From an optimization exercise on the open Yosys and OpenROAD flow, aimed at small area and a short achievable clock period; shortcuts taken in it are not production practice.
At most, simulation tests tie the RTL to the original design; equivalence was not proved.
For run 5, only the layout was checked, not whether the RTL still works.
Power is estimated from default activity; no workload was simulated.

[design/flow/design.v]
module PE
#(parameter DATA_WIDTH=8, parameter EARLY=0)
(
    input clk,
    input rst_n,
    input en0,                       
    input en1,                       
    input en2,                       
    input [7:0] data_in,
    input [7:0] weights_in,
    output reg [15:0] S,
    output reg [15:0] C,
    output reg ready
);
reg [4:0] cnt;
wire c27 = (cnt == 5'd27);
always @(posedge clk)
begin
    if (en0 & ~c27)
        cnt <= cnt + 1'b1;
    else
        cnt <= 5'd0;
end
wire take_next;
generate
if (EARLY) begin : g_early
    assign take_next = en2 & ~(en1 & en0 & (cnt == 5'd25));
end else begin : g_lag
    assign take_next = en1 & ~(en0 & (cnt == 5'd26));
end
endgenerate
reg take, clr;
always @(posedge clk or negedge rst_n)
begin
    if (!rst_n) begin
        ready <= 1'b0;
        take <= 1'b0;
        clr <= 1'b1;
    end else begin
        ready <= c27;
        clr <= c27;
        take <= take_next;
    end
end
wire [7:0] ag = data_in & {8{take}};
wire [63:0] pp;
genvar gi, gj;
generate
for (gi = 0; gi < 8; gi = gi + 1) begin : g_pp
    for (gj = 0; gj < 8; gj = gj + 1) begin : g_ppj
        assign pp[gi*8+gj] = ag[gi] & weights_in[gj];
    end
end
endgenerate
wire u1 = pp[6] ^ pp[13];
wire u2 = pp[6] & pp[13];
wire u3 = pp[7] ^ pp[14] ^ pp[21];
wire u4 = (pp[7] & pp[14]) | (pp[7] & pp[21]) | (pp[14] & pp[21]);
wire u5 = pp[28] ^ pp[35];
wire u6 = pp[28] & pp[35];
wire u7 = pp[15] ^ pp[22] ^ pp[29];
wire u8 = (pp[15] & pp[22]) | (pp[15] & pp[29]) | (pp[22] & pp[29]);
wire u9 = pp[36] ^ pp[43];
wire u10 = pp[36] & pp[43];
wire u11 = pp[23] ^ pp[30] ^ pp[37];
wire u12 = (pp[23] & pp[30]) | (pp[23] & pp[37]) | (pp[30] & pp[37]);
wire u13 = pp[4] ^ pp[11];
wire u14 = pp[4] & pp[11];
wire u15 = pp[5] ^ pp[12] ^ pp[19];
wire u16 = (pp[5] & pp[12]) | (pp[5] & pp[19]) | (pp[12] & pp[19]);
wire u17 = pp[26] ^ pp[33];
wire u18 = pp[26] & pp[33];
wire u19 = u1 ^ pp[20] ^ pp[27];
wire u20 = (u1 & pp[20]) | (u1 & pp[27]) | (pp[20] & pp[27]);
wire u21 = pp[34] ^ pp[41] ^ pp[48];
wire u22 = (pp[34] & pp[41]) | (pp[34] & pp[48]) | (pp[41] & pp[48]);
wire u23 = u3 ^ u5 ^ pp[42];
wire u24 = (u3 & u5) | (u3 & pp[42]) | (u5 & pp[42]);
wire u25 = pp[49] ^ pp[56] ^ u2;
wire u26 = (pp[49] & pp[56]) | (pp[49] & u2) | (pp[56] & u2);
wire u27 = u7 ^ u9 ^ pp[50];
wire u28 = (u7 & u9) | (u7 & pp[50]) | (u9 & pp[50]);
wire u29 = pp[57] ^ u4 ^ u6;
wire u30 = (pp[57] & u4) | (pp[57] & u6) | (u4 & u6);
wire u31 = u11 ^ pp[44] ^ pp[51];
wire u32 = (u11 & pp[44]) | (u11 & pp[51]) | (pp[44] & pp[51]);
wire u33 = pp[58] ^ u8 ^ u10;
wire u34 = (pp[58] & u8) | (pp[58] & u10) | (u8 & u10);
wire u35 = pp[31] ^ pp[38] ^ pp[45];
wire u36 = (pp[31] & pp[38]) | (pp[31] & pp[45]) | (pp[38] & pp[45]);
wire u37 = pp[52] ^ pp[59] ^ u12;
wire u38 = (pp[52] & pp[59]) | (pp[52] & u12) | (pp[59] & u12);
wire u39 = pp[39] ^ pp[46] ^ pp[53];
wire u40 = (pp[39] & pp[46]) | (pp[39] & pp[53]) | (pp[46] & pp[53]);
wire u41 = pp[3] ^ pp[10];
wire u42 = pp[3] & pp[10];
wire u43 = u13 ^ pp[18] ^ pp[25];
wire u44 = (u13 & pp[18]) | (u13 & pp[25]) | (pp[18] & pp[25]);
wire u45 = u15 ^ u17 ^ pp[40];
wire u46 = (u15 & u17) | (u15 & pp[40]) | (u17 & pp[40]);
wire u47 = u19 ^ u21 ^ u16;
wire u48 = (u19 & u21) | (u19 & u16) | (u21 & u16);
wire u49 = u23 ^ u25 ^ u20;
wire u50 = (u23 & u25) | (u23 & u20) | (u25 & u20);
wire u51 = u27 ^ u29 ^ u24;
wire u52 = (u27 & u29) | (u27 & u24) | (u29 & u24);
wire u53 = u31 ^ u33 ^ u28;
wire u54 = (u31 & u33) | (u31 & u28) | (u33 & u28);
wire u55 = u35 ^ u37 ^ u32;
wire u56 = (u35 & u37) | (u35 & u32) | (u37 & u32);
wire u57 = u39 ^ pp[60] ^ u36;
wire u58 = (u39 & pp[60]) | (u39 & u36) | (pp[60] & u36);
wire u59 = pp[47] ^ pp[54] ^ pp[61];
wire u60 = (pp[47] & pp[54]) | (pp[47] & pp[61]) | (pp[54] & pp[61]);
wire [39:0] m_n;
assign m_n[0] = pp[0];
assign m_n[1] = pp[1];
assign m_n[2] = pp[8];
assign m_n[3] = pp[2];
assign m_n[4] = pp[9];
assign m_n[5] = pp[16];
assign m_n[6] = u41;
assign m_n[7] = pp[17];
assign m_n[8] = pp[24];
assign m_n[9] = u43;
assign m_n[10] = pp[32];
assign m_n[11] = u42;
assign m_n[12] = u45;
assign m_n[13] = u14;
assign m_n[14] = u44;
assign m_n[15] = u47;
assign m_n[16] = u18;
assign m_n[17] = u46;
assign m_n[18] = u49;
assign m_n[19] = u22;
assign m_n[20] = u48;
assign m_n[21] = u51;
assign m_n[22] = u26;
assign m_n[23] = u50;
assign m_n[24] = u53;
assign m_n[25] = u30;
assign m_n[26] = u52;
assign m_n[27] = u55;
assign m_n[28] = u34;
assign m_n[29] = u54;
assign m_n[30] = u57;
assign m_n[31] = u38;
assign m_n[32] = u56;
assign m_n[33] = u59;
assign m_n[34] = u40;
assign m_n[35] = u58;
assign m_n[36] = pp[55];
assign m_n[37] = pp[62];
assign m_n[38] = u60;
assign m_n[39] = pp[63];
reg [39:0] M;
always @(posedge clk)
    M <= m_n;
wire [15:0] s0 = clr ? 16'd0 : S;
wire [15:0] c0 = clr ? 16'd0 : C;
wire t1 = M[3] ^ M[4];
wire t2 = M[3] & M[4];
wire t3 = M[6] ^ M[7] ^ M[8];
wire t4 = (M[6] & M[7]) | (M[6] & M[8]) | (M[7] & M[8]);
wire t5 = M[9] ^ M[10] ^ M[11];
wire t6 = (M[9] & M[10]) | (M[9] & M[11]) | (M[10] & M[11]);
wire t7 = M[12] ^ M[13] ^ M[14];
wire t8 = (M[12] & M[13]) | (M[12] & M[14]) | (M[13] & M[14]);
wire t9 = M[15] ^ M[16] ^ M[17];
wire t10 = (M[15] & M[16]) | (M[15] & M[17]) | (M[16] & M[17]);
wire t11 = M[18] ^ M[19] ^ M[20];
wire t12 = (M[18] & M[19]) | (M[18] & M[20]) | (M[19] & M[20]);
wire t13 = M[21] ^ M[22] ^ M[23];
wire t14 = (M[21] & M[22]) | (M[21] & M[23]) | (M[22] & M[23]);
wire t15 = M[24] ^ M[25] ^ M[26];
wire t16 = (M[24] & M[25]) | (M[24] & M[26]) | (M[25] & M[26]);
wire t17 = M[27] ^ M[28] ^ M[29];
wire t18 = (M[27] & M[28]) | (M[27] & M[29]) | (M[28] & M[29]);
wire t19 = M[30] ^ M[31] ^ M[32];
wire t20 = (M[30] & M[31]) | (M[30] & M[32]) | (M[31] & M[32]);
wire t21 = M[33] ^ M[34] ^ M[35];
wire t22 = (M[33] & M[34]) | (M[33] & M[35]) | (M[34] & M[35]);
wire t23 = M[36] ^ M[37] ^ M[38];
wire t24 = (M[36] & M[37]) | (M[36] & M[38]) | (M[37] & M[38]);
wire t25 = M[1] ^ M[2];
wire t26 = M[1] & M[2];
wire t27 = t1 ^ M[5] ^ s0[2];
wire t28 = (t1 & M[5]) | (t1 & s0[2]) | (M[5] & s0[2]);
wire t29 = t3 ^ s0[3] ^ c0[3];
wire t30 = (t3 & s0[3]) | (t3 & c0[3]) | (s0[3] & c0[3]);
wire t31 = t5 ^ s0[4] ^ c0[4];
wire t32 = (t5 & s0[4]) | (t5 & c0[4]) | (s0[4] & c0[4]);
wire t33 = t7 ^ s0[5] ^ c0[5];
wire t34 = (t7 & s0[5]) | (t7 & c0[5]) | (s0[5] & c0[5]);
wire t35 = t9 ^ s0[6] ^ c0[6];
wire t36 = (t9 & s0[6]) | (t9 & c0[6]) | (s0[6] & c0[6]);
wire t37 = t11 ^ s0[7] ^ c0[7];
wire t38 = (t11 & s0[7]) | (t11 & c0[7]) | (s0[7] & c0[7]);
wire t39 = t13 ^ s0[8] ^ c0[8];
wire t40 = (t13 & s0[8]) | (t13 & c0[8]) | (s0[8] & c0[8]);
wire t41 = t15 ^ s0[9] ^ c0[9];
wire t42 = (t15 & s0[9]) | (t15 & c0[9]) | (s0[9] & c0[9]);
wire t43 = t17 ^ s0[10] ^ c0[10];
wire t44 = (t17 & s0[10]) | (t17 & c0[10]) | (s0[10] & c0[10]);
wire t45 = t19 ^ s0[11] ^ c0[11];
wire t46 = (t19 & s0[11]) | (t19 & c0[11]) | (s0[11] & c0[11]);
wire t47 = t21 ^ s0[12] ^ c0[12];
wire t48 = (t21 & s0[12]) | (t21 & c0[12]) | (s0[12] & c0[12]);
wire t49 = t23 ^ s0[13] ^ c0[13];
wire t50 = (t23 & s0[13]) | (t23 & c0[13]) | (s0[13] & c0[13]);
wire t51 = M[39] ^ s0[14] ^ c0[14];
wire t52 = (M[39] & s0[14]) | (M[39] & c0[14]) | (s0[14] & c0[14]);
wire t53 = M[0] ^ s0[0];
wire t54 = M[0] & s0[0];
wire t55 = t25 ^ s0[1] ^ c0[1];
wire t56 = (t25 & s0[1]) | (t25 & c0[1]) | (s0[1] & c0[1]);
wire t57 = t27 ^ c0[2] ^ t26;
wire t58 = (t27 & c0[2]) | (t27 & t26) | (c0[2] & t26);
wire t59 = t29 ^ t2 ^ t28;
wire t60 = (t29 & t2) | (t29 & t28) | (t2 & t28);
wire t61 = t31 ^ t4 ^ t30;
wire t62 = (t31 & t4) | (t31 & t30) | (t4 & t30);
wire t63 = t33 ^ t6 ^ t32;
wire t64 = (t33 & t6) | (t33 & t32) | (t6 & t32);
wire t65 = t35 ^ t8 ^ t34;
wire t66 = (t35 & t8) | (t35 & t34) | (t8 & t34);
wire t67 = t37 ^ t10 ^ t36;
wire t68 = (t37 & t10) | (t37 & t36) | (t10 & t36);
wire t69 = t39 ^ t12 ^ t38;
wire t70 = (t39 & t12) | (t39 & t38) | (t12 & t38);
wire t71 = t41 ^ t14 ^ t40;
wire t72 = (t41 & t14) | (t41 & t40) | (t14 & t40);
wire t73 = t43 ^ t16 ^ t42;
wire t74 = (t43 & t16) | (t43 & t42) | (t16 & t42);
wire t75 = t45 ^ t18 ^ t44;
wire t76 = (t45 & t18) | (t45 & t44) | (t18 & t44);
wire t77 = t47 ^ t20 ^ t46;
wire t78 = (t47 & t20) | (t47 & t46) | (t20 & t46);
wire t79 = t49 ^ t22 ^ t48;
wire t80 = (t49 & t22) | (t49 & t48) | (t22 & t48);
wire t81 = t51 ^ t24 ^ t50;
wire t82 = (t51 & t24) | (t51 & t50) | (t24 & t50);
wire t83 = s0[15] ^ c0[15] ^ t52;
wire t84 = (s0[15] & c0[15]) | (s0[15] & t52) | (c0[15] & t52);
wire [15:0] s_n = {t83, t81, t79, t77, t75, t73, t71, t69, t67, t65, t63, t61, t59, t57, t55, t53};
wire [15:0] c_n = {t82, t80, t78, t76, t74, t72, t70, t68, t66, t64, t62, t60, t58, t56, t54, c0[0]};
always @(posedge clk)
begin
    S <= s_n;
    C <= c_n;
end
endmodule
module input_bus
#(parameter BUS_WIDTH=8, parameter TAPS=3)
(
    input clk,
    input rst_n,
    input en,
    input [BUS_WIDTH-1:0] data,
    output reg [2:0] en_l,
    output [3*BUS_WIDTH-1:0] data_l
);
always @(posedge clk or negedge rst_n)
begin
    if (!rst_n)
        en_l <= 3'b000;
    else
        en_l <= {en_l[1:0], en};
end
reg [BUS_WIDTH-1:0] d0, d1;
wire [BUS_WIDTH-1:0] d2;
always @(posedge clk)
begin
    d0 <= data;
    d1 <= d0;
end
generate
if (TAPS > 2) begin : g_t2
    reg [BUS_WIDTH-1:0] d2r;
    always @(posedge clk)
        d2r <= d1;
    assign d2 = d2r;
end else begin : g_not2
    assign d2 = {BUS_WIDTH{1'b0}};
end
endgenerate
assign data_l = {d2, d1, d0};
endmodule
module obuffer
#(parameter DATA_WIDTH=8)
(
    input clk,
    input rst_n,
    input p0_ready,
    input p1_ready,
    input p2_ready,
    input [2*DATA_WIDTH-1:0] p0_s,
    input [2*DATA_WIDTH-1:0] p0_c,
    input [2*DATA_WIDTH-1:0] p1_s,
    input [2*DATA_WIDTH-1:0] p1_c,
    input [2*DATA_WIDTH-1:0] p2_s,
    input [2*DATA_WIDTH-1:0] p2_c,
    output reg empty,
    output reg full,
    input rd_en,
    output reg [2*DATA_WIDTH-1:0] data_rdout,
    output reg errout
);
localparam DW2 = 2*DATA_WIDTH;
reg [DW2-1:0] mem [0:8];
reg [3:0] wr_addr, rd_addr, count;
wire any = p0_ready | p1_ready | p2_ready;
wire two = (p0_ready & p1_ready) | (p0_ready & p2_ready) | (p1_ready & p2_ready);
wire wr = any & ~full;
wire rd = rd_en & ~empty;
reg [DW2-1:0] ps, pc;
reg [3:0] pend_addr;
reg pend;
always @(posedge clk)
begin
    ps <= ({DW2{p0_ready}} & p0_s) | ({DW2{p1_ready}} & p1_s) | ({DW2{p2_ready}} & p2_s);
    pc <= ({DW2{p0_ready}} & p0_c) | ({DW2{p1_ready}} & p1_c) | ({DW2{p2_ready}} & p2_c);
    pend_addr <= wr_addr;
end
wire [DW2-1:0] pdata = ps + pc;
always @(posedge clk)
    if (pend)
        mem[pend_addr] <= pdata;
wire [DW2-1:0] rdata = (pend && (pend_addr == rd_addr)) ? pdata : mem[rd_addr];
wire [3:0] count_inc = count + 1'b1;
wire [3:0] count_dec = count - 1'b1;
wire [3:0] count_n = wr ? count_inc : count;
wire [3:0] count_r = empty ? count_n : (wr ? count : count_dec);
wire empty_n = wr ? 1'b0 : empty;
wire empty_r = empty ? empty_n : (wr ? 1'b0 : (count == 4'd1));
wire full_n = wr ? (count == 4'd8) : full;
wire full_r = empty ? full_n : 1'b0;
always @(posedge clk or negedge rst_n)
begin
    if (!rst_n) begin
        wr_addr <= 4'd0;
        rd_addr <= 4'd0;
        count <= 4'd0;
        empty <= 1'b1;
        full <= 1'b0;
        errout <= 1'b0;
        pend <= 1'b0;
        data_rdout <= 'd0;
    end else begin
        pend <= wr & ~two;
        if (wr)
            wr_addr <= (wr_addr == 4'd8) ? 4'd0 : wr_addr + 1'b1;
        if (rd) begin
            rd_addr <= (rd_addr == 4'd8) ? 4'd0 : rd_addr + 1'b1;
            data_rdout <= rdata;
        end
        if (wr & two)
            errout <= 1'b1;
        count <= rd_en ? count_r : count_n;
        empty <= rd_en ? empty_r : empty_n;
        full <= rd_en ? full_r : full_n;
    end
end
endmodule
module top(
    clk,
    rst_n,
    ifm0,
    ifm1,
    ifm2,
    ifm0_en,
    ifm1_en,
    ifm2_en,
    w0,
    w1,
    w2,
    w0_en,
    w1_en,
    w2_en,
    obf0_rd_en,
    obf1_rd_en,
    obf2_rd_en,
    obf0_empty,
    obf1_empty,
    obf2_empty,
    obf0_full,
    obf1_full,
    obf2_full,
    obf0_err,
    obf1_err,
    obf2_err,
    obf0_out,
    obf1_out,
    obf2_out
);
parameter DATA_WIDTH=8;
input clk,rst_n;
input ifm0_en,ifm1_en,ifm2_en;
input w0_en,w1_en,w2_en;
input [DATA_WIDTH-1:0] ifm0,ifm1,ifm2;
input [DATA_WIDTH-1:0] w0,w1,w2;
input obf0_rd_en,obf1_rd_en,obf2_rd_en;
output obf0_empty,obf1_empty,obf2_empty;
output obf0_full,obf1_full,obf2_full;
output obf0_err,obf1_err,obf2_err;
output [2*DATA_WIDTH-1:0] obf0_out,obf1_out,obf2_out;
localparam DW = DATA_WIDTH;
wire [2:0] fen [0:2];
wire [2:0] wen [0:2];
wire [3*DW-1:0] fd [0:2];
wire [3*DW-1:0] wd [0:2];
wire [DW-1:0] ifm_in [0:2];
wire [DW-1:0] w_in [0:2];
wire ifm_en_in [0:2];
wire w_en_in [0:2];
assign ifm_in[0] = ifm0; assign ifm_in[1] = ifm1; assign ifm_in[2] = ifm2;
assign w_in[0] = w0; assign w_in[1] = w1; assign w_in[2] = w2;
assign ifm_en_in[0] = ifm0_en; assign ifm_en_in[1] = ifm1_en; assign ifm_en_in[2] = ifm2_en;
assign w_en_in[0] = w0_en; assign w_en_in[1] = w1_en; assign w_en_in[2] = w2_en;
wire [3:0] fe [0:2];
wire [3:0] we [0:2];
genvar i, j;
generate
for (i = 0; i < 3; i = i + 1) begin : g_bus
    input_bus #(.BUS_WIDTH(DW), .TAPS(i == 0 ? 3 : 2)) ifm_bus (
        .clk(clk), .rst_n(rst_n), .en(ifm_en_in[i]), .data(ifm_in[i]),
        .en_l(fen[i]), .data_l(fd[i]));
    input_bus #(.BUS_WIDTH(DW), .TAPS(i == 0 ? 3 : 2)) w_bus (
        .clk(clk), .rst_n(rst_n), .en(w_en_in[i]), .data(w_in[i]),
        .en_l(wen[i]), .data_l(wd[i]));
    assign fe[i] = {fen[i], ifm_en_in[i]};
    assign we[i] = {wen[i], w_en_in[i]};
end
endgenerate
wire [2*DW-1:0] pe_s [0:8];
wire [2*DW-1:0] pe_c [0:8];
wire [8:0] pe_rdy;
generate
for (i = 0; i < 3; i = i + 1) begin : g_row
    for (j = 0; j < 3; j = j + 1) begin : g_col
        localparam E = (i > 0) && (j > 0);
        localparam JA = E ? j - 1 : j;
        localparam IB = E ? i - 1 : i;
        PE #(.DATA_WIDTH(DW), .EARLY(E)) pe (
            .clk(clk),
            .rst_n(rst_n),
            .en0(fe[i][j+1] & we[j][i+1]),
            .en1(fe[i][j] & we[j][i]),
            .en2(fe[i][E ? j-1 : 0] & we[j][E ? i-1 : 0]),
            .data_in(fd[i][JA*DW +: DW]),
            .weights_in(wd[j][IB*DW +: DW]),
            .S(pe_s[3*i+j]),
            .C(pe_c[3*i+j]),
            .ready(pe_rdy[3*i+j])
        );
    end
end
endgenerate
obuffer #(.DATA_WIDTH(DW)) obf0(
    .clk(clk), .rst_n(rst_n),
    .p0_ready(pe_rdy[0]), .p1_ready(pe_rdy[3]), .p2_ready(pe_rdy[6]),
    .p0_s(pe_s[0]), .p0_c(pe_c[0]), .p1_s(pe_s[3]), .p1_c(pe_c[3]),
    .p2_s(pe_s[6]), .p2_c(pe_c[6]),
    .empty(obf0_empty), .full(obf0_full), .rd_en(obf0_rd_en),
    .data_rdout(obf0_out), .errout(obf0_err)
);
obuffer #(.DATA_WIDTH(DW)) obf1(
    .clk(clk), .rst_n(rst_n),
    .p0_ready(pe_rdy[1]), .p1_ready(pe_rdy[4]), .p2_ready(pe_rdy[7]),
    .p0_s(pe_s[1]), .p0_c(pe_c[1]), .p1_s(pe_s[4]), .p1_c(pe_c[4]),
    .p2_s(pe_s[7]), .p2_c(pe_c[7]),
    .empty(obf1_empty), .full(obf1_full), .rd_en(obf1_rd_en),
    .data_rdout(obf1_out), .errout(obf1_err)
);
obuffer #(.DATA_WIDTH(DW)) obf2(
    .clk(clk), .rst_n(rst_n),
    .p0_ready(pe_rdy[2]), .p1_ready(pe_rdy[5]), .p2_ready(pe_rdy[8]),
    .p0_s(pe_s[2]), .p0_c(pe_c[2]), .p1_s(pe_s[5]), .p1_c(pe_c[5]),
    .p2_s(pe_s[8]), .p2_c(pe_c[8]),
    .empty(obf2_empty), .full(obf2_full), .rd_en(obf2_rd_en),
    .data_rdout(obf2_out), .errout(obf2_err)
);
endmodule
[design/flow/run.sh]
#!/bin/bash
# synth_recipe.tcl (not shown) runs the flow's synth.tcl, then flattens the netlist and writes it again
# the make line also repeats each setting of config.mk as NAME=value (left out here)
make -C /OpenROAD-flow-scripts/flow DESIGN_CONFIG=/design/flow/config.mk WORK_HOME=/design/flow/orfs CLKGATE_MAP_FILE= SYNTH_SCRIPT=/design/flow/synth_recipe.tcl finish
[design/flow/constraint.sdc]
create_clock -name core_clock -period 5.0 [get_ports {clk}]
set_input_delay 1.0000 -clock core_clock [delete_from_list [all_inputs] [get_ports {clk}]]
set_output_delay 1.0000 -clock core_clock [all_outputs]
set_load 0.01 [all_outputs]
[design/flow/config.mk]
export PLATFORM = sky130hd
export DESIGN_NAME = top
export DESIGN_NICKNAME = top
export VERILOG_FILES = /design/flow/design.v
export SDC_FILE = /design/flow/constraint.sdc
export NUM_CORES = 4
export LEC_CHECK = 0
export CAP_MARGIN = 20
export CORE_MARGIN = 2
export CORE_UTILIZATION = 40
export PLACE_DENSITY = 0.6
export SETUP_SLACK_MARGIN = 2.4
export SLEW_MARGIN = 20
==> results of run 1 <==
-- layout by cell type, fill, tap and decap left out, types with 57 or more instances in the layout --
master / instances
and3_1: 323
inv_1: 715
dfxtp_1: 879
fa_1: 559
buf_4: 96
nand2b_1: 226
dfrtp_1: 112
ha_1: 161
nand2_1: 224
nor2_1: 184
o21ai_0: 73
a222oi_1: 93
a21oi_1: 114
mux4_2: 96
clkbuf_16: 165
clkdlybuf4s50_1: 57
nand3_1: 194
edfxtp_1: 432
-- cell type report --
class | instances | area [sq um] | area share, %
Antenna cell | 1 | 2.50 | 0.00334
Clock buffer | 214 | 4500 | 6.00
Clock inverter | 87 | 1150 | 1.53
Inverter | 715 | 2680 | 3.58
Multi-Input combinational cell | 2695 | 27200 | 36.2
Sequential cell | 1474 | 34600 | 46.2
Tap cell | 2160 | 2700 | 3.60
Timing Repair Buffer | 237 | 2170 | 2.89
-- metal layers --
layer,routed length [um],vias up
li1,-,17316
met1,66300,19357
met2,69700,1071
met3,8580,243
met4,3580,0
met5,0,-
-- worst min path at each step --
stage	start	to	slack, ns
6_report	rst_n	obf1.count[0]	0.13
5_1_grt	rst_n	obf1.count[0]	0.17
4_1_cts	rst_n	obf1.count[0]	0.14
3_5_place_dp	g_bus[1].w_bus.en_l[1]	g_bus[1].w_bus.en_l[2]	0.39
3_3_place_gp	g_bus[1].w_bus.en_l[1]	g_bus[1].w_bus.en_l[2]	0.38
2_1_floorplan	g_bus[0].ifm_bus.d0[2]	g_bus[0].ifm_bus.d1[2]	0.36
-- kinds of logic (layout without fill, tap and decap cells) --
logic type / after synthesis / count (layout) / synth area share [%]
DFF: 1474 / 1474 / 53.4
and+or+nand+nor: 1330 / 1331 / 10.9
buffers and inverters: 930 / 1253 / 5.43
adders and majority gates: 723 / 723 / 20.5
AOI/OAI and AO/OA: 391 / 391 / 4.29
muxes: 150 / 150 / 4.19
xor gates and xnor gates: 100 / 100 / 1.35
other: 0 / 1 / 0
-- cell usage after synthesis (40+ instances only) --
| library cell | instances |
|---|---|
| dfxtp_1 | 901 |
| inv_1 | 715 |
| fa_1 | 561 |
| edfxtp_1 | 432 |
| and3_1 | 324 |
| nand2b_1 | 228 |
| nand2_1 | 224 |
| nand3_1 | 194 |
| clkbuf_1 | 190 |
| nor2_1 | 185 |
| ha_1 | 162 |
| dfrtp_1 | 129 |
| a21oi_1 | 117 |
| mux4_2 | 96 |
| a222oi_1 | 93 |
| o21ai_0 | 75 |
| xnor2_1 | 66 |
| nor2b_1 | 53 |
| mux2i_1 | 47 |
| nor3_1 | 40 |
-- through the flow --
stage | instance area (sq um) | utilization [%] | std cells
2_1_floorplan | 64800 | - | 5098
5_1_grt | 75000 | 46.7 | 7582
4_1_cts | 74600 | 46.4 | 7560
6_report | 75000 | 46.7 | 7583
3_5_place_dp | 68400 | 42.6 | 7223
3_3_place_gp | 68400 | 42.6 | 7223
-- state kept, by name, indices dropped and copies added (netlist names), 45 cells and up --
signal / flops
obf1.mem: 144
g_row.g_col.pe.M: 360
obf0.mem: 144
obf2.mem: 144
g_row.g_col.pe.S: 144
g_row.g_col.pe.C: 135
g_row.g_col.pe.cnt: 45
-- power by group --
part	switching, mW	leakage (nW)	internal, mW	total, mW
clock network	5.14	2.73	7.19	12.3
registers	1.39	12.8	13.8	15.2
logic	3.37	17.7	2.62	5.99
-- worst register-to-register path, cell delays in order, from the launching register on --
cell and delay [ns]:
dfxtp_2 0.32, ha_4 0.16, fa_2 0.34, a211oi_2 0.21
o21bai_2 0.13, a311o_2 0.41, buf_6 0.13, a21o_1 0.17
a21oi_4 0.20, xnor2_4 0.11, a221o_1 0.30
-- timing repair --
| item | 4_1_cts | 5_1_grt |
|---|---|---|
| hold buffers | 0 | 0 |
| pin swaps | 12 | 17 |
| setup endpoints to repair | 304 | 152 |
| setup buffers | 35 | 19 |
| resized for setup | 158 | 49 |
| gates cloned | 1 | 3 |
==> summary.txt, run 1 <==
Status
  • Status: no timing/DRC/antenna violations

STA
  • Max Freq: around 390 MHz
  • Setup TNS: 0 ns
  • Final setup violation count: 0
  • Final Hold Viols: 0
  • Slew Viols, Final: 0
  • Relative slew slack: 28.3%
  • Worst setup margin: 2.42 ns
  • Clk_skew: around 0.054 ns
  • Worst hold slack: 0.130 ns
  • Worst-Margin Slew: between 1 and 1.5 ns
  • RSZ-0062 raised after global routing: true
  • Final Cycle Share: 51.6%
  • Final critical-path required period: 2.58 ns

Setup path
  • Arrival @ worst endpoint: 3.30 ns
  • Critical Path Sink Type: flop
  • CP Max Fanout: 3
  • CP Launch Type: flop
  • R2R depth: 10
  • Critical Path Start: obf2.ps[1]
  • RR Endpoint: obf2.data_rdout[13]
  • Reg2reg setup slack: 2.42 ns
  • Levels on crit path: 10
  • Max incr delay on CP: 0.41 ns
  • Worst path top cell family by delay: compound AO/OA/AOI/OAI gates
  • Critical-path cell list: ha_4 -> fa_2 -> a211oi_2 -> o21bai_2 -> a311o_2 -> buf_6 -> a21o_1 -> a21oi_4 -> xnor2_4 -> a221o_1
  • CP required: between 5 and 6 ns
  • Worst path buffer plus inverter count: 1
  • CP endpoint: obf2.data_rdout[13]
  • Slowest cell on crit path: a311o_2
  • FF-to-FF Start: obf2.ps[1]
  • Critical path type: flop to flop

Clock tree
  • CTS tree: yes
  • Total CTS buffers: 160
  • Worst skew pair latency: 0.82 ns
  • Clock Sinks: approximately 1500
  • CTS root buf: clkbuf_16
  • Max H-tree Level: 4
  • Clk slew on worst S/H paths: 0.06 ns
  • Buffer levels on the longest clock path: 3

Floorplan
  • Core ar.: roughly 160000 sq um
  • Initial core utilization: 40.3%
  • DIE WIDTH: between 400 and 500 um
  • Die Y: 406 um
  • Full die area: 165000 sq um
  • Row cnt: 147
  • Ports: 116

Drt
  • Total iterations of the first detailed-routing run: 9
  • Via density: 5.01
  • Post-route antenna net violation count: 0
  • Initial DRC Count: 3295
  • DR vias: 37987
  • Post-route DRC: 0
  • Total Wirelength: 148 mm
  • Wire per inst: 19.5 um

Place
  • Port-buffer cells: 115
  • DP Wirelength: 101 mm
  • Pre-CTS WS: about 1.9 ns
  • RD Place Congestion: 0.829

Logic synthesis
  • Yosys cell types: 70
  • Synth Cell Area: between 60000 and 70000 sq um
  • Top cell type's share of synthesized area: roughly 28%
  • Post-Syn Nets: 5880
  • Register bit total from synthesis: 1474
  • Synth Flop Type: dfxtp_1
  • Synth Area per Inst: 12.7 sq um
  • Sequential area share after synthesis: between 50% and 60%
  • Yosys top cell by area: dfxtp_1
  • Synth Warn #: 6
  • Synth area leaders: dfxtp_1 28%, edfxtp_1 20%, fa_1 17%
  • FFs w/ async S/R, synth: around a tenth
  • Post-synth EDFFs: 432
  • Cell count after synthesis: 5098

Cells and area
  • Share of cells above drive strength 1: around an eighth
  • Final net count: 6065
  • Area growth, synth to finish: 15.8%
  • FILL cells: 14395

Pwr
  • Tot Pwr: 33.5 mW
  • Pwr dens: 446 nW/um^2
  • Leakage: 33.2 nW
  • Max VDD drop: 0.281 mV

Global route
  • GRT busiest layer: met2
  • Vias in the first global route: 39721
  • First-pass GRT wire length: 233 mm
  • Antenna violations before repair: 5
  • GRT met3 Usage: 3.19%
  • All-Layer GR Usage: 18.3%
  • Total gr overflow: 0
  • Met1 Usage GRT: roughly a quarter
  • Grt met2 use: slightly below 30%
  • Largest net degree at the start of global routing: 75

Run
  • Max_cap viols: 0

Worst hold path
  • Worst min-delay path category: input pin to async pin
==> run 2: changes to the inputs <==
--- a/design/flow/config.mk
+++ b/design/flow/config.mk
@@ -9,4 +9,5 @@
 export CORE_MARGIN = 2
 export CORE_UTILIZATION = 40
+export CTS_BUF_LIST = sky130_fd_sc_hd__clkbuf_8
 export PLACE_DENSITY = 0.6
 export SETUP_SLACK_MARGIN = 2.4
==> run 2 against run 1 <==
Effect of this change: largest power group unchanged; synthesized cell count is the same; non-clock buffer count rose by 28; first-iteration DRC count grew 0.94%; critical endpoint is now obf1.data_rdout[14]; design area decreased by 0.49%; critical path depth decreased by 1; wire length rose by 0.79%.
==> summary.txt, run 2 <==
STA
  • Clk_skew: 0.0664 ns
  • RSZ-0062 raised after global routing: true
  • Final Hold Viols: 0
  • Worst-Margin Slew: 1.06 ns
  • Final setup violation count: 0
  • Relative slew slack: around 29%
  • Slew Viols, Final: 0
  • Final critical-path required period: 2.66 ns
  • Max Freq: between 300 and 400 MHz
  • Setup TNS: 0 ns
  • Final Cycle Share: 53.3%

Global route
  • All-Layer GR Usage: 18.5%
  • Antenna violations before repair: 6
  • Total gr overflow: 0
  • Vias in the first global route: between 40000 and 50000
  • Largest net degree at the start of global routing: between 70 and 80
  • First-pass GRT wire length: around 230 mm

Logic synthesis
  • Synth Area per Inst: 12.7 sq um
  • Synth Flop Type: dfxtp_1
  • Yosys top cell by area: dfxtp_1
  • Cell count after synthesis: 5098
  • Sequential area share after synthesis: 53.4%
  • Yosys cell types: 70
  • Synth Warn #: 6
  • Post-Syn Nets: 5880
  • Synth area leaders: dfxtp_1 28%, edfxtp_1 20%, fa_1 17%
  • Register bit total from synthesis: 1474
  • Most common cell in the netlist: dfxtp_1
  • FFs w/ async S/R, synth: 9.57%
  • Synth Cell Area: 64800 sq um
  • Post-synth EDFFs: 432
  • Post-synth top cells: 901 x dfxtp_1, 715 x inv_1, 561 x fa_1, 432 x edfxtp_1, 324 x and3_1
  • Top cell type's share of synthesized area: 27.9%

Cells and area
  • Share of cells above drive strength 1: 15.0%
  • Post-route cell area: 74700 sq um
  • Area growth, synth to finish: 15.3%
  • Final net count: ~6200
  • Biggest register: g_row.g_col.pe.M
  • Final core utilization: 46.4%
  • Commonest non-fill, non-tap cell in the layout: dfxtp_1
  • Most frequent cells in the layout: 875 x dfxtp_1, 769 x inv_1, 560 x fa_1, 432 x edfxtp_1, 324 x and3_1
  • Max FFs per register: 360

Setup path
  • Critical Path Sink Type: flop
  • Reg2reg setup slack: 2.34 ns
  • Critical path type: flop to flop
  • CP Max Fanout: 10
  • CP Launch Type: flop
  • RR Endpoint: obf1.data_rdout[14]
  • FF-to-FF Start: obf1.pc[7]
  • CP required: between 5 and 6 ns
  • Arrival @ worst endpoint: ~3.5 ns
  • R2R depth: 9

Worst hold path
  • Worst min-delay path category: flop to flop
  • Startpoint of the lowest-slack hold path: g_bus[1].w_bus.en_l[1]
  • Hold Crit Endpoint: g_bus[1].w_bus.en_l[2]
  • Hold path depth: 0

Place
  • Port-buffer cells: 115
  • Placed inst area: between 60000 and 70000 sq um
  • RD Place Congestion: between 0.8 and 0.9
  • DP Wirelength: 101 mm

Floorplan
  • Initial core utilization: 40.3%
  • Core ar.: 161000 sq um
  • Full die area: 165000 sq um
  • Row cnt: 147
  • Die Y: 406 um
  • Ports: ~120
  • DIE WIDTH: 406 um

Pwr
  • Leakage: ~33 nW
  • Max VDD drop: 0.268 mV
  • Tot Pwr: roughly 32 mW
  • Pwr dens: 434 nW/um^2

Drt
  • Initial DRC Count: 3326
  • Post-route antenna net violation count: 0
  • Total iterations of the first detailed-routing run: 8
  • Via density: 4.97
  • Total Wirelength: approximately 150 mm
  • Wire per inst: 19.2 um
  • DR vias: 38586
  • Post-route DRC: 0

Run
  • Max_cap viols: 0

Clock tree
  • Total CTS buffers: between 200 and 250
  • CTS tree: yes
  • CTS root buf: clkbuf_8
  • Max H-tree Level: 4
  • Clk slew on worst S/H paths: 0.07 ns
  • Clock Sinks: around 1500
  • Worst skew pair latency: 0.98 ns
  • Buffer levels on the longest clock path: 3

Status
  • Status: no timing/DRC/antenna violations
[run 2: cell counts after synthesis]
No cell type changed its count.
[run 2: worst max path at each step]
stage,startpoint,end,depth (start not counted)
after floorplan,g_row[2].g_col[2].pe.take,g_row[2].g_col[2].pe.M[18],7
after global placement,g_row[0].g_col[1].pe.take,g_row[0].g_col[1].pe.M[18],6
after detailed placement,obf1.pc[1],obf1.mem[5][13],9
after CTS,obf2.empty,obf2_empty,1
after global routing,obf1.ps[4],obf1.data_rdout[10],7
final,obf1.pc[7],obf1.data_rdout[14],9
[run 2: final cells by class]
cell class	count	area, sq um
well taps	2160	2700
repair buffers	265	2260
clock inverters	151	1040
inverters	715	2680
diodes	2	5.00
clock buffers	305	4200
flip-flops and latches	1474	34600
fillers	14493	86100
multi-input cells	2695	27100
[run 2: metrics by stage]
stage / instances / setup WS [ns] / hold WS, ns
after floorplan: 5098 / 2.40 / 0.359
after global placement: 7223 / 1.96 / 0.377
after detailed placement: 7223 / 1.88 / 0.386
after CTS: 7736 / 2.12 / 0.367
after global routing: 7766 / 2.26 / 0.409
final: 7767 / 2.34 / 0.396
[run 2: cell families after synthesis]
kind of cell / share of synthesized area [%]
muxes: 4.19
AOI/OAI and AO/OA: 4.29
xor gates and xnor gates: 1.35
buffers and inverters: 5.43
adders and majority gates: 20.5
and+or+nand+nor: 10.9
DFF: 53.4
[run 2: per-layer routing]
metal  GRT usage (%)  wire length, um  vias up
met5               0                0        -
met4            5.68             3450        0
met3            3.47             9100      226
met2            29.7            70200     1148
met1            25.4            66600    19622
li1                -                -    17590
[run 2: where the power goes]
part | total [mW] | internal, mW | switching [mW]
registers | 15.2 | 13.8 | 1.38
clock network | 11.1 | 6.03 | 5.04
logic | 6.16 | 2.75 | 3.41
[run 2: what timing repair did]
item | 4_1_cts | 5_1_grt
hold buffers | 1 | 0
endpoints found under the setup margin | 300 | 169
gates cloned | 1 | 2
pin swaps | 11 | 9
gates resized for setup | 328 | 49
buffers inserted | 55 | 26
endpoints found under the hold margin | 12 | 0
[run 2: worst max-delay path, cell delays in order, from the launching register on]
cell and delay (ns):
dfxtp_1 0.31, ha_1 0.37, a21o_1 0.26, a21oi_1 0.21, nor2b_1 0.07, a311oi_1 0.39, o21ai_0 0.25, xor2_2 0.19
buf_4 0.19, a221o_1 0.32
==> run 3: changes to the inputs <==
--- a/design/flow/config.mk
+++ b/design/flow/config.mk
@@ -9,5 +9,6 @@
 export CORE_MARGIN = 2
 export CORE_UTILIZATION = 40
-export CTS_BUF_LIST = sky130_fd_sc_hd__clkbuf_8
+export CTS_CLUSTER_DIAMETER = 100
+export CTS_CLUSTER_SIZE = 30
 export PLACE_DENSITY = 0.6
 export SETUP_SLACK_MARGIN = 2.4
==> run 3 against run 2 <==
Effect of this change: highest routed layer unchanged; setup slack improved by 0.073 ns; largest power group unchanged; sequential power about the same; still clean on timing, DRC and antenna; wire length decreased by 2.8%; clock skew decreased by 0.017 ns.
==> summary.txt, run 3 <==
Global route
  • GRT busiest layer: met2
  • Grt met2 use: 29.3%
  • Antenna violations before repair: 3
  • Total gr overflow: 0
  • Largest net degree at the start of global routing: between 70 and 80
  • Met1 Usage GRT: approximately 25%
  • Vias in the first global route: a little under 40000
  • All-Layer GR Usage: 17.9%
  • GRT met3 Usage: under 10%
  • First-pass GRT wire length: 228 mm

Logic synthesis
  • Synth Flop Type: dfxtp_1
  • Yosys cell types: 70
  • Post-synth EDFFs: between 400 and 500
  • Register bit total from synthesis: between 1000 and 1500
  • Post-Syn Nets: 5880
  • Synth Cell Area: 64800 sq um
  • Top cell type's share of synthesized area: between 20 and 30%
  • Synth area leaders: dfxtp_1 28%, edfxtp_1 20%, fa_1 17%
  • Post-synth top cells: 901 x dfxtp_1, 715 x inv_1, 561 x fa_1, 432 x edfxtp_1, 324 x and3_1
  • Sequential area share after synthesis: between 50% and 60%
  • Synth Area per Inst: 12.7 sq um
  • FFs w/ async S/R, synth: a little under a tenth
  • Most common cell in the netlist: dfxtp_1
  • Cell count after synthesis: just over 5000
  • Synth Warn #: 6
  • Yosys top cell by area: dfxtp_1

STA
  • Relative slew slack: 30.7%
  • Max Freq: slightly below 400 MHz
  • Worst-Margin Slew: 1.04 ns
  • Final setup violation count: 0
  • Clk_skew: around 0.049 ns
  • Final Hold Viols: 0
  • Slew Viols, Final: 0
  • Final critical-path required period: 2.59 ns
  • Final Cycle Share: 51.8%
  • Setup TNS: 0 ns
  • RSZ-0062 raised after global routing: true

Place
  • Placed insts: 7223
  • Port-buffer cells: approximately 120
  • Placed inst area: 68400 sq um
  • RD Place Congestion: 0.829
  • DP Wirelength: 101 mm

Cells and area
  • Antenna diode count: 0
  • Commonest non-fill, non-tap cell in the layout: dfxtp_1
  • Final core utilization: ~44%
  • Area growth, synth to finish: 10.1%
  • Final net count: about 6000
  • Layout Cells excl Fill: 7395
  • Biggest register: g_row.g_col.pe.M
  • FILL cells: 14727
  • Most frequent cells in the layout: 876 x dfxtp_1, 715 x inv_1, 560 x fa_1, 432 x edfxtp_1, 323 x and3_1
  • Max FFs per register: between 300 and 400
  • Post-route cell area: 71300 sq um
  • Share of cells above drive strength 1: 8.69%

Clock tree
  • Cts hold-fix bufs: 0
  • CTS root buf: clkbuf_16
  • CTS tree: yes
  • Total CTS buffers: 60
  • Worst skew pair latency: roughly 0.75 ns
  • Clock Sinks: approximately 1500
  • Clk slew on worst S/H paths: 0.11 ns
  • Max H-tree Level: 2
  • Buffer levels on the longest clock path: 3

Setup path
  • Arrival @ worst endpoint: 3.21 ns
  • CP Launch Type: flop
  • Slowest cell on crit path: a311o_2
  • CP Max Fanout: 3
  • Critical-path cell list: ha_4 -> fa_2 -> a211oi_2 -> o21bai_2 -> a311o_2 -> buf_6 -> a21o_1 -> a21oi_4 -> xnor2_4 -> a221o_1
  • CP required: 5.62 ns
  • Critical path type: flop to flop
  • Max incr delay on CP: approximately 0.41 ns
  • R2R depth: 10
  • Critical Path Sink Type: flop

Floorplan
  • Core ar.: ~160000 sq um
  • Initial core utilization: 40.3%
  • Ports: 116
  • Die Y: 406 um
  • Full die area: 165000 sq um
  • Row cnt: approximately 150
  • DIE WIDTH: 406 um

Pwr
  • Clock power share: 23.0%
  • Pwr dens: 385 nW/um^2
  • Sw frac: 31.3%
  • Comb pwr share: between 20% and 30%
  • Power Internal: 18.9 mW
  • Sequential share of power: 55.2%
  • Sw power: 8.60 mW
  • Leakage: 31.4 nW
  • Max VDD drop: around 0.32 mV

Drt
  • Total Wirelength: 145 mm
  • Post-route DRC: 0
  • Via density: 5.01
  • Wire per inst: 19.6 um
  • Initial DRC Count: 3229
  • Post-route antenna net violation count: 0
  • Total iterations of the first detailed-routing run: 9
  • DR vias: ~37000

Run
  • Max_cap viols: 0

Worst hold path
  • Worst min-delay path category: input pin to async pin

Status
  • Status: no timing/DRC/antenna violations
## run 3: cell counts after synthesis
No cell type changed its count.
## run 3: power groups by stage
stage                     clock, mW  combinational [mW]  sequential [mW]
after detailed placement          0                6.03             15.5
after global placement            0                5.77             15.5
after floorplan                   0                4.49             14.7
final                          6.32                5.98             15.2
after global routing           6.93                7.14             15.3
after CTS                      6.55                6.07             15.2
## run 3: path summary, 6_finish.rpt
kind                                                   to                   start  slack [ns]
worst max-delay path                  obf2.data_rdout[13]              obf2.ps[1]        2.41
worst min-delay path                        obf1.count[2]                   rst_n        0.19
worst max register to register        obf2.data_rdout[13]              obf2.ps[1]        2.41
worst min register to register     g_bus[1].w_bus.en_l[2]  g_bus[1].w_bus.en_l[1]        0.41
max in group asynchronous       g_row[0].g_col[0].pe.take                   rst_n        3.67
min in group core_clock            g_bus[1].w_bus.en_l[2]  g_bus[1].w_bus.en_l[1]        0.41
## run 3: timing repair
item                       in CTS  in global routing
resized for setup             142                 46
pin swaps                      11                 12
gates cloned                    1                  3
setup endpoints to repair     303                158
setup buffers                  37                 23
## run 3: per-stage QoR
stage	power [mW]	setup WS (ns)	hold WS (ns)
after floorplan	19.2	2.40	0.359
after global placement	21.2	1.96	0.377
after detailed placement	21.5	1.88	0.386
after CTS	27.8	2.33	0.202
after global routing	29.4	2.29	0.232
final	27.5	2.41	0.185
## run 3: area by class of cell
| type | instances | area [sq um] | share of cell area [%] |
|---|---|---|---|
| Inverter | 715 | 2680 | 3.76 |
| Tap cell | 2160 | 2700 | 3.79 |
| Clock buffer | 90 | 1660 | 2.32 |
| Sequential cell | 1474 | 34600 | 48.6 |
| Multi-Input combinational cell | 2695 | 27100 | 38.1 |
| Clock inverter | 17 | 260 | 0.365 |
| Timing Repair Buffer | 244 | 2230 | 3.13 |
## run 3: critical path: cells and delay by family, from the launching register on
family	cells	cell delay (ns)
buffers and inverters	1	0.13
AO/OA/AOI/OAI	6	1.42
XOR/XNOR	1	0.10
adder cells (fa/ha/maj)	2	0.50
flip-flops	1	0.34
## run 3: kinds of logic after synthesis
| family | Yosys count | share of synthesized area, % |
|---|---|---|
| DFF | 1474 | 53.4 |
| and+or+nand+nor | 1330 | 10.9 |
| buffers and inverters | 930 | 5.43 |
| adders and majority gates | 723 | 20.5 |
| AOI/OAI and AO/OA | 391 | 4.29 |
| muxes | 150 | 4.19 |
| xor gates and xnor gates | 100 | 1.35 |
## run 3: layer usage
layer	share of wire [%]	vias to the layer above
li1	-	17015
met1	45	18998
met2	48	907
met3	5.2	155
met4	2.0	0
met5	0	-
==> run 4: changes to the inputs <==
--- a/design/flow/config.mk
+++ b/design/flow/config.mk
@@ -9,7 +9,4 @@
 export CORE_MARGIN = 2
 export CORE_UTILIZATION = 40
-export CTS_CLUSTER_DIAMETER = 100
-export CTS_CLUSTER_SIZE = 30
 export PLACE_DENSITY = 0.6
-export SETUP_SLACK_MARGIN = 2.4
 export SLEW_MARGIN = 20
==> run 4 against run 3 <==
Effect of this change: still clean on timing, DRC and antenna; non-clock buffer count shrank 62; via count grew 1.5%; worst hold slack gained 0.063 ns; critical endpoint is now g_row[2].g_col[0].pe.M[18]; largest power group unchanged.
==> summary.txt, run 4 <==
Status
  • Status: no timing/DRC/antenna violations

Logic synthesis
  • Synth Cell Area: 64800 sq um
  • Sequential area share after synthesis: a little over half
  • Synth Flop Type: dfxtp_1
  • Yosys cell types: 70
  • Cell count after synthesis: 5098
  • Top cell type's share of synthesized area: between 20% and 30%
  • Post-synth top cells: 901 x dfxtp_1, 715 x inv_1, 561 x fa_1, 432 x edfxtp_1, 324 x and3_1
  • Synth area leaders: dfxtp_1 28%, edfxtp_1 20%, fa_1 17%
  • Synth Area per Inst: 12.7 sq um
  • Most common cell in the netlist: dfxtp_1
  • Register bit total from synthesis: between 1000 and 1500
  • Synth Warn #: 6
  • Yosys top cell by area: dfxtp_1
  • Post-synth EDFFs: 432
  • Post-Syn Nets: 5880
  • FFs w/ async S/R, synth: 9.57%

Clock tree
  • Max H-tree Level: 4
  • CTS root buf: clkbuf_16
  • Cts hold-fix bufs: 0
  • Total CTS buffers: 158
  • Post-CTS sizing: 0
  • Post-CTS setup buffer count: 0
  • Clk slew on worst S/H paths: 0.06 ns
  • Worst skew pair latency: 0.80 ns
  • CTS tree: yes
  • Buffer levels on the longest clock path: 3
  • Clock Sinks: 1474

Global route
  • Antenna violations before repair: 5
  • Largest net degree at the start of global routing: 75
  • All-Layer GR Usage: 18.2%
  • Vias in the first global route: 39379
  • First-pass GRT wire length: around 230 mm
  • Total gr overflow: 0

Setup path
  • Critical-path cell list: buf_4 -> nand3_1 -> fa_1 -> inv_1 -> fa_1 -> fa_1
  • CP required: 5.67 ns
  • Arrival @ worst endpoint: 3.81 ns
  • CP Max Fanout: 36
  • Slowest cell on crit path: dfrtp_1
  • Critical path type: flop to flop
  • Worst path buffer plus inverter count: 2
  • Most used cell, CP: fa_1
  • Max incr delay on CP: 0.92 ns
  • Worst path top cell family by delay: adder cells
  • Critical Path Sink Type: flop
  • CP Launch Type: flop

STA
  • Max Freq: 319 MHz
  • Final setup violation count: 0
  • Worst-Margin Slew: about 1.1 ns
  • Relative slew slack: 27.7%
  • Setup TNS: 0 ns
  • Final Cycle Share: 62.7%
  • Slew Viols, Final: 0
  • Final Hold Viols: 0
  • RSZ-0062 raised after global routing: false
  • Final critical-path required period: 3.14 ns
  • Clk_skew: 0.0318 ns

Floorplan
  • Initial core utilization: about two fifths
  • DIE WIDTH: 406 um
  • Row cnt: 147
  • Core ar.: 161000 sq um
  • Die Y: 406 um
  • Full die area: between 150000 and 200000 sq um
  • Ports: 116

Drt
  • Via density: 5.01
  • Total Wirelength: 146 mm
  • DR vias: 37631
  • Initial DRC Count: 3473
  • Post-route DRC: 0
  • Wire per inst: 19.5 um
  • Post-route antenna net violation count: 0
  • Total iterations of the first detailed-routing run: 9

Pwr
  • Pwr dens: about 450 nW/um^2
  • Leakage: 32.5 nW
  • Max VDD drop: 0.374 mV

Cells and area
  • Final net count: approximately 6000
  • Area growth, synth to finish: 14.0%
  • Layout Cells excl Fill: ~7500
  • Commonest non-fill, non-tap cell in the layout: dfxtp_1
  • Biggest register: g_row.g_col.pe.M
  • Max FFs per register: 360
  • Share of cells above drive strength 1: under 10%
  • Most frequent cells in the layout: 901 x dfxtp_1, 715 x inv_1, 561 x fa_1, 432 x edfxtp_1, 324 x and3_1

Place
  • DP Wirelength: between 100 and 150 mm
  • RD Place Congestion: 0.826
  • Port-buffer cells: 115
  • Placed insts: 7224

Run
  • Max_cap viols: 0

Worst hold path
  • Worst min-delay path category: input pin to async pin
## run 4: cell count changes in the layout (fill, tap and decap cells not counted), sizes merged, moves of 3 or more
cell | previous run | this run
clkdlybuf4s15 | 3 | 0
bufinv | 1 | 7
dlygate4sd2 | 53 | 0
diode | 0 | 3
buf | 124 | 67
clkdlybuf4s50 | 57 | 114
clkbuf | 97 | 226
clkinv | 8 | 48
## run 4: final timing paths
kind | startpoint | to | slack (ns) | depth (start not counted)
setup reg to reg | g_row[2].g_col[0].pe.take | g_row[2].g_col[0].pe.M[18] | 1.86 | 6
hold reg to reg | g_bus[1].ifm_bus.en_l[1] | g_bus[1].ifm_bus.en_l[2] | 0.40 | 0
setup / recovery | g_row[2].g_col[0].pe.take | g_row[2].g_col[0].pe.M[18] | 1.86 | 6
hold / removal | rst_n | g_row[1].g_col[1].pe.take | 0.25 | 1
min in group core_clock | g_bus[1].ifm_bus.en_l[1] | g_bus[1].ifm_bus.en_l[2] | 0.40 | 0
max in group asynchronous | rst_n | obf0.rd_addr[0] | 3.59 | 2
## run 4: power by group
group / total [mW] / internal (mW) / switching [mW]
logic: 5.97 / 2.68 / 3.29
registers: 15.2 / 13.8 / 1.42
clock network: 11.8 / 6.84 / 4.98
## run 4: metrics by stage
step / area [sq um] / utilization [%] / power (mW) / hold slack [ns] / setup slack [ns]
final: 73800 / 45.9 / 33.0 / 0.248 / 1.86
after global routing: 73800 / 45.9 / 35.0 / 0.253 / 1.66
after CTS: 73800 / 45.9 / 33.5 / 0.232 / 1.90
after detailed placement: 68400 / 42.6 / 21.5 / 0.394 / 1.90
after global placement: 68400 / 42.6 / 21.2 / 0.382 / 1.96
after floorplan: 64800 / - / 19.2 / 0.359 / 2.36
## run 4: cell type report
cell class / instances / area [sq um]
Inverter: 715 / 2680
Tap cell: 2160 / 2700
Multi-Input combinational cell: 2694 / 26800
Clock inverter: 62 / 782
Sequential cell: 1474 / 34600
Antenna cell: 3 / 7.51
Clock buffer: 225 / 4590
Timing Repair Buffer: 182 / 1660
Fill cell: 14428 / 86900
## run 4: layer usage
| layer | part of all wire, % | global-route usage [%] | vias to the layer above |
|---|---|---|---|
| met5 | 0 | 0 | - |
| met4 | 2.7 | 6.13 | 0 |
| met3 | 5.7 | 3.09 | 227 |
| met2 | 47 | 29.0 | 1068 |
| met1 | 45 | 25.3 | 19154 |
| li1 | - | - | 17182 |
## run 4: worst reg2reg max path, cell delays in order (launching register included)
cell and delay, ns:
dfrtp_1 0.92, buf_4 0.36, nand3_1 0.13, fa_1 0.57, inv_1 0.06, fa_1 0.50, fa_1 0.48
## run 4: cell families (layout without fill, tap and decap cells)
group           after synthesis  after routing  share of synthesized area (%)
compound gates              391            391                           4.29
fa+ha+maj                   723            723                           20.5
other cells                   0              3                              0
simple gates               1330           1330                           10.9
flops                      1474           1474                           53.4
xor+xnor                    100            100                           1.35
mux                         150            150                           4.19
buf+inv                     930           1184                           5.43
==> run 5: changes to the inputs <==
--- a/design/flow/design.v
+++ b/design/flow/design.v
@@ -7,6 +7,6 @@
     input en1,                       
     input en2,                       
-    input [7:0] data_in,
-    input [7:0] weights_in,
+    input [7:0] data_src,            
+    input [7:0] weights_in,          
     output reg [15:0] S,
     output reg [15:0] C,
@@ -30,18 +30,18 @@
 end
 endgenerate
-reg take, clr;
+reg [7:0] ag;
+reg clr;
 always @(posedge clk or negedge rst_n)
 begin
     if (!rst_n) begin
         ready <= 1'b0;
-        take <= 1'b0;
         clr <= 1'b1;
+        ag <= 8'd0;
     end else begin
         ready <= c27;
         clr <= c27;
-        take <= take_next;
+        ag <= data_src & {8{take_next}};
     end
 end
-wire [7:0] ag = data_in & {8{take}};
 wire [63:0] pp;
 genvar gi, gj;
@@ -252,5 +252,5 @@
 endmodule
 module input_bus
-#(parameter BUS_WIDTH=8, parameter TAPS=3)
+#(parameter BUS_WIDTH=8, parameter DTAPS=3)
 (
     input clk,
@@ -259,5 +259,5 @@
     input [BUS_WIDTH-1:0] data,
     output reg [2:0] en_l,
-    output [3*BUS_WIDTH-1:0] data_l
+    output [DTAPS*BUS_WIDTH-1:0] data_l
 );
 always @(posedge clk or negedge rst_n)
@@ -268,22 +268,15 @@
         en_l <= {en_l[1:0], en};
 end
-reg [BUS_WIDTH-1:0] d0, d1;
-wire [BUS_WIDTH-1:0] d2;
-always @(posedge clk)
-begin
-    d0 <= data;
-    d1 <= d0;
-end
+reg [DTAPS*BUS_WIDTH-1:0] d;
 generate
-if (TAPS > 2) begin : g_t2
-    reg [BUS_WIDTH-1:0] d2r;
+if (DTAPS > 1) begin : g_chain
     always @(posedge clk)
-        d2r <= d1;
-    assign d2 = d2r;
-end else begin : g_not2
-    assign d2 = {BUS_WIDTH{1'b0}};
+        d <= {d[(DTAPS-1)*BUS_WIDTH-1:0], data};
+end else begin : g_one
+    always @(posedge clk)
+        d <= data;
 end
 endgenerate
-assign data_l = {d2, d1, d0};
+assign data_l = d;
 endmodule
 module obuffer
@@ -314,14 +307,19 @@
 wire wr = any & ~full;
 wire rd = rd_en & ~empty;
-reg [DW2-1:0] ps, pc;
+wire [DW2-1:0] ss = ({DW2{p0_ready}} & p0_s) | ({DW2{p1_ready}} & p1_s) | ({DW2{p2_ready}} & p2_s);
+wire [DW2-1:0] cc = ({DW2{p0_ready}} & p0_c) | ({DW2{p1_ready}} & p1_c) | ({DW2{p2_ready}} & p2_c);
+reg [DATA_WIDTH:0] plo;
+reg [DATA_WIDTH-1:0] phs, phc;
 reg [3:0] pend_addr;
 reg pend;
 always @(posedge clk)
 begin
-    ps <= ({DW2{p0_ready}} & p0_s) | ({DW2{p1_ready}} & p1_s) | ({DW2{p2_ready}} & p2_s);
-    pc <= ({DW2{p0_ready}} & p0_c) | ({DW2{p1_ready}} & p1_c) | ({DW2{p2_ready}} & p2_c);
+    plo <= ss[DATA_WIDTH-1:0] + cc[DATA_WIDTH-1:0];
+    phs <= ss[DW2-1:DATA_WIDTH];
+    phc <= cc[DW2-1:DATA_WIDTH];
     pend_addr <= wr_addr;
 end
-wire [DW2-1:0] pdata = ps + pc;
+wire [DATA_WIDTH-1:0] phi = phs + phc + plo[DATA_WIDTH];
+wire [DW2-1:0] pdata = {phi, plo[DATA_WIDTH-1:0]};
 always @(posedge clk)
     if (pend)
@@ -408,6 +406,4 @@
 wire [2:0] fen [0:2];
 wire [2:0] wen [0:2];
-wire [3*DW-1:0] fd [0:2];
-wire [3*DW-1:0] wd [0:2];
 wire [DW-1:0] ifm_in [0:2];
 wire [DW-1:0] w_in [0:2];
@@ -420,15 +416,26 @@
 wire [3:0] fe [0:2];
 wire [3:0] we [0:2];
+wire [3*DW-1:0] fdx [0:2];
+wire [4*DW-1:0] wd [0:2];
 genvar i, j;
 generate
 for (i = 0; i < 3; i = i + 1) begin : g_bus
-    input_bus #(.BUS_WIDTH(DW), .TAPS(i == 0 ? 3 : 2)) ifm_bus (
+    wire [(i == 0 ? 2 : 1)*DW-1:0] fd;
+    wire [3*DW-1:0] wdt;
+    input_bus #(.BUS_WIDTH(DW), .DTAPS(i == 0 ? 2 : 1)) ifm_bus (
         .clk(clk), .rst_n(rst_n), .en(ifm_en_in[i]), .data(ifm_in[i]),
-        .en_l(fen[i]), .data_l(fd[i]));
-    input_bus #(.BUS_WIDTH(DW), .TAPS(i == 0 ? 3 : 2)) w_bus (
+        .en_l(fen[i]), .data_l(fd));
+    input_bus #(.BUS_WIDTH(DW), .DTAPS(i == 0 ? 3 : 2)) w_bus (
         .clk(clk), .rst_n(rst_n), .en(w_en_in[i]), .data(w_in[i]),
-        .en_l(wen[i]), .data_l(wd[i]));
+        .en_l(wen[i]), .data_l(wdt[(i == 0 ? 3 : 2)*DW-1:0]));
+    if (i != 0) begin : g_pad
+        assign wdt[3*DW-1:2*DW] = {DW{1'b0}};
+        assign fdx[i] = {{DW{1'b0}}, fd, ifm_in[i]};
+    end else begin : g_nopad
+        assign fdx[i] = {fd, ifm_in[i]};
+    end
     assign fe[i] = {fen[i], ifm_en_in[i]};
     assign we[i] = {wen[i], w_en_in[i]};
+    assign wd[i] = {wdt, w_in[i]};
 end
 endgenerate
@@ -440,14 +447,15 @@
     for (j = 0; j < 3; j = j + 1) begin : g_col
         localparam E = (i > 0) && (j > 0);
-        localparam JA = E ? j - 1 : j;
-        localparam IB = E ? i - 1 : i;
+        wire e0 = fe[i][j+1] & we[j][i+1];
+        wire e1 = fe[i][j] & we[j][i];
+        wire e2 = fe[i][E ? j-1 : 0] & we[j][E ? i-1 : 0];
         PE #(.DATA_WIDTH(DW), .EARLY(E)) pe (
             .clk(clk),
             .rst_n(rst_n),
-            .en0(fe[i][j+1] & we[j][i+1]),
-            .en1(fe[i][j] & we[j][i]),
-            .en2(fe[i][E ? j-1 : 0] & we[j][E ? i-1 : 0]),
-            .data_in(fd[i][JA*DW +: DW]),
-            .weights_in(wd[j][IB*DW +: DW]),
+            .en0(e0),
+            .en1(e1),
+            .en2(e2),
+            .data_src(fdx[i][(E ? j-1 : j)*DW +: DW]),
+            .weights_in(wd[j][(E ? i : i+1)*DW +: DW]),
             .S(pe_s[3*i+j]),
             .C(pe_c[3*i+j]),
--- a/design/flow/config.mk
+++ b/design/flow/config.mk
@@ -9,4 +9,7 @@
 export CORE_MARGIN = 2
 export CORE_UTILIZATION = 40
+export CTS_CLUSTER_DIAMETER = 80
+export CTS_CLUSTER_SIZE = 20
 export PLACE_DENSITY = 0.6
+export SETUP_SLACK_MARGIN = 2.8
 export SLEW_MARGIN = 20
==> run 5 against run 4 <==
Effect of this change: still clean on timing, DRC and antenna; via count down 2.4%; global-route usage shrank 0.76 points; setup slack improved by 0.76 ns; first-iteration DRC count decreased by 28%; non-clock buffer count up 218; synthesized cell count fell by 1.5%; count of clock-buffer cells in the layout is 83 lower; maximum frequency is 32% higher; clock power fell by 28%; worst hold slack improved by 0.025 ns; sequential share of layout area up 0.32 points; critical path type is now flop to output port.
==> summary.txt, run 5 <==
Place
  • Pre-CTS WS: 2.17 ns
  • Port-buffer cells: 115
  • DP Wirelength: 98.7 mm
  • RD Place Congestion: roughly 0.81
  • Placed insts: 7214

Logic synthesis
  • Synth Area per Inst: 13.0 sq um
  • Synth Cell Area: ~65000 sq um
  • Most common cell in the netlist: dfxtp_1
  • Post-synth top cells: 859 x dfxtp_1, 708 x inv_1, 567 x fa_1, 452 x and2_1, 432 x edfxtp_1
  • Yosys cell types: 65
  • Top cell type's share of synthesized area: about a quarter
  • Yosys top cell by area: dfxtp_1
  • Post-Syn Nets: 5808
  • Synth Flop Type: dfxtp_1
  • Post-synth EDFFs: about 430
  • Cell count after synthesis: around 5000
  • Synth Warn #: 7
  • FFs w/ async S/R, synth: 13.6%
  • Sequential area share after synthesis: 53.9%
  • Register bit total from synthesis: 1495
  • Synth area leaders: dfxtp_1 26%, edfxtp_1 20%, fa_1 17%

Cells and area
  • Biggest register: g_row.g_col.pe.M
  • Area growth, synth to finish: 15.1%
  • Final net count: 6159
  • Most frequent cells in the layout: 817 x dfxtp_1, 674 x inv_1, 539 x fa_1, 432 x edfxtp_1, 423 x and2_1
  • Layout Cells excl Fill: 7635
  • Commonest non-fill, non-tap cell in the layout: dfxtp_1
  • Share of cells above drive strength 1: between 10% and 20%
  • Max FFs per register: 360

Status
  • Status: no timing/DRC/antenna violations

Setup path
  • CP Max Fanout: 2
  • CP Launch Type: flop
  • Arrival @ worst endpoint: 1.38 ns
  • CP required: around 4.0 ns
  • FF-to-FF Start: g_row[1].g_col[1].pe.ready
  • R2R depth: 11
  • Critical path type: flop to output port
  • RR Endpoint: obf1.plo[7]
  • Slowest cell on crit path: dfstp_2
  • Max incr delay on CP: 0.55 ns
  • Reg2reg setup slack: about 2.6 ns
  • Critical-path cell list: buf_6
  • Worst path buffer plus inverter count: 1
  • Critical Path Sink Type: output port
  • Worst path top cell family by delay: flip-flops

STA
  • Final setup violation count: 0
  • Final Hold Viols: 0
  • Worst hold slack: 0.273 ns
  • Max Freq: approximately 420 MHz
  • Final Cycle Share: 47.5%
  • Slew Viols, Final: 0
  • Final critical-path required period: 2.38 ns
  • Worst-Margin Slew: 1.19 ns
  • Setup TNS: 0 ns
  • Worst setup margin: 2.62 ns
  • Relative slew slack: between 20% and 30%
  • RSZ-0062 raised after global routing: true
  • Clk_skew: 0.0463 ns

Clock tree
  • Total CTS buffers: 97
  • Cts hold-fix bufs: 0
  • Clock Sinks: 1495
  • CTS tree: yes
  • Buffer levels on the longest clock path: 3
  • Worst skew pair latency: between 0.7 and 0.8 ns
  • Clk slew on worst S/H paths: 0.09 ns
  • CTS root buf: clkbuf_16
  • Max H-tree Level: 3

Global route
  • All-Layer GR Usage: 17.5%
  • Vias in the first global route: about 39000
  • First-pass GRT wire length: 227 mm
  • Antenna violations before repair: 9
  • Total gr overflow: 0
  • Largest net degree at the start of global routing: between 90 and 100

Floorplan
  • Initial core utilization: 40.3%
  • Die Y: 409 um
  • DIE WIDTH: 409 um
  • Ports: between 100 and 150
  • Full die area: 167000 sq um
  • Row cnt: 148
  • Core ar.: about 160000 sq um

Pwr
  • Pwr dens: approximately 400 nW/um^2
  • Leakage: about 32 nW
  • Max VDD drop: 0.244 mV

Drt
  • Total iterations of the first detailed-routing run: 9
  • Total Wirelength: 145 mm
  • DR vias: 36735
  • Initial DRC Count: 2484
  • Wire per inst: approximately 19 um
  • Post-route DRC: 0
  • Post-route antenna net violation count: 0
  • Via density: 4.81

Worst hold path
  • Worst min-delay path category: input pin to async pin

Run
  • Max_cap viols: 0
[run 5: cell count changes after synthesis, moves of 30 or more]
cell      previous run  this run
o22ai_1              1        31
dfrtp_1            129       192
clkbuf_1           190        82
nand3_1            194        38
nand2_1            224       292
a21oi_1            117        68
and3_1             324         2
dfxtp_1            901       859
and2_1              29       452
[run 5: report_power, final]
group	total [mW]	leakage (nW)	internal (mW)	switching (mW)
clock	8.47	1.54	4.09	4.38
combinational	6.47	17.3	2.91	3.55
sequential	15.2	13.2	14.0	1.26
total	30.2	32.1	21.0	9.19
[run 5: cell type report]
| type | count | area, sq um |
|---|---|---|
| Clock inverter | 38 | 453 |
| Sequential cell | 1495 | 35500 |
| Timing Repair Buffer | 400 | 3610 |
| Inverter | 708 | 2660 |
| Fill cell | 14617 | 87200 |
| Antenna cell | 5 | 12.5 |
| Tap cell | 2175 | 2720 |
| Multi-Input combinational cell | 2672 | 27600 |
| Clock buffer | 142 | 2750 |
[run 5: how the worst max path moves through the flow]
| stage | slack, ns | startpoint | endpoint | depth (start not counted) |
|---|---|---|---|---|
| final | 2.62 | obf0.empty | obf0_empty | 1 |
| after global placement | 2.26 | obf1_rd_en | obf1.data_rdout[7] | 5 |
| after global routing | 2.50 | g_row[1].g_col[1].pe.ready | obf1.plo[7] | 11 |
| after floorplan | 2.45 | obf2.pend_addr[1] | obf2.mem[0][0] | 2 |
| after CTS | 2.56 | obf2.empty | obf2_empty | 1 |
| after detailed placement | 2.17 | obf1_rd_en | obf1.data_rdout[5] | 5 |
[run 5: kinds of logic (layout without fill, tap and decap cells)]
kind of cell               count (synthesis)  after routing  share of synthesized area [%]
DFF                                     1495           1495                           53.9
and+or+nand+nor                         1340           1340                           11.0
buffers and inverters                    856           1288                           5.22
adders and majority gates                726            726                           20.4
AOI/OAI and AO/OA                        376            376                           4.28
muxes                                    135            135                           3.91
xor gates and xnor gates                  95             95                           1.27
other                                      0              5                              0
[run 5: what timing repair did]
| item | CTS | global route |
|---|---|---|
| pin swaps | 54 | 101 |
| setup buffers | 141 | 89 |
| cloned | 3 | 2 |
| resized for setup | 429 | 172 |
| setup endpoints to repair | 378 | 317 |
[run 5: stage by stage]
| step | utilization, % | cell area, sq um | power [mW] |
|---|---|---|---|
| after floorplan | - | 65700 | 19.7 |
| after global routing | 46.4 | 75400 | 32.2 |
| final | 46.4 | 75400 | 30.2 |
| after CTS | 45.5 | 74000 | 30.3 |
| after detailed placement | 42.6 | 69200 | 21.8 |
| after global placement | 42.6 | 69200 | 21.5 |
[run 5: per-layer routing]
| metal | GRT usage, % | part of all wire (%) | vias up | routed length [um] |
|---|---|---|---|---|
| met4 | 5.72 | 3.1 | 4 | 4490 |
| met3 | 2.64 | 4.1 | 224 | 6000 |
| li1 | - | - | 16949 | - |
| met1 | 23.5 | 44 | 18820 | 63900 |
| met2 | 28.9 | 49 | 738 | 70300 |
| met5 | 0 | 0.019 | - | 27 |

-- port drivers added, routing unchanged --
No port has a modelled driver above. Below, the same layouts with a new extraction and two added sets of constraints.
Step 1: set_driving_cell puts a clkbuf_16 on clk and a buf_2 on each other input, an assumption about the parent block.
Step 2 times the ports against the registers' clock, not the clock port: input delays grow and output delays shrink by t, the midpoint of the rising clock arrivals with the driver on.
Slacks: no drivers / after step 1 / after step 2; pairs: no drivers / after step 1.
| run | t, ns | slack for setup (ns) | latest minus earliest clock arrival (ns) | worst register clock-pin slew, ns |
|---|---|---|---|---|
| run 1 | 0.881 | 2.418 / 2.385 / 1.998 | 0.070 / 0.070 | 0.06 / 0.06 |
| run 2 | 1.018 | 2.337 / 2.298 / 1.964 | 0.067 / 0.067 | 0.07 / 0.07 |
| run 3 | 0.800 | 2.409 / 2.404 / 1.999 | 0.054 / 0.055 | 0.12 / 0.12 |
| run 4 | 0.863 | 1.864 / 1.864 / 1.864 | 0.044 / 0.045 | 0.06 / 0.06 |
| run 5 | 0.787 | 2.623 / 2.545 / 2.263 | 0.049 / 0.048 | 0.09 / 0.09 |
After both steps every run listed still meets setup and hold. For run 1, which loses most, drivers alone change the setup slack by -0.033 ns; drivers and shift together by -0.420 ns.
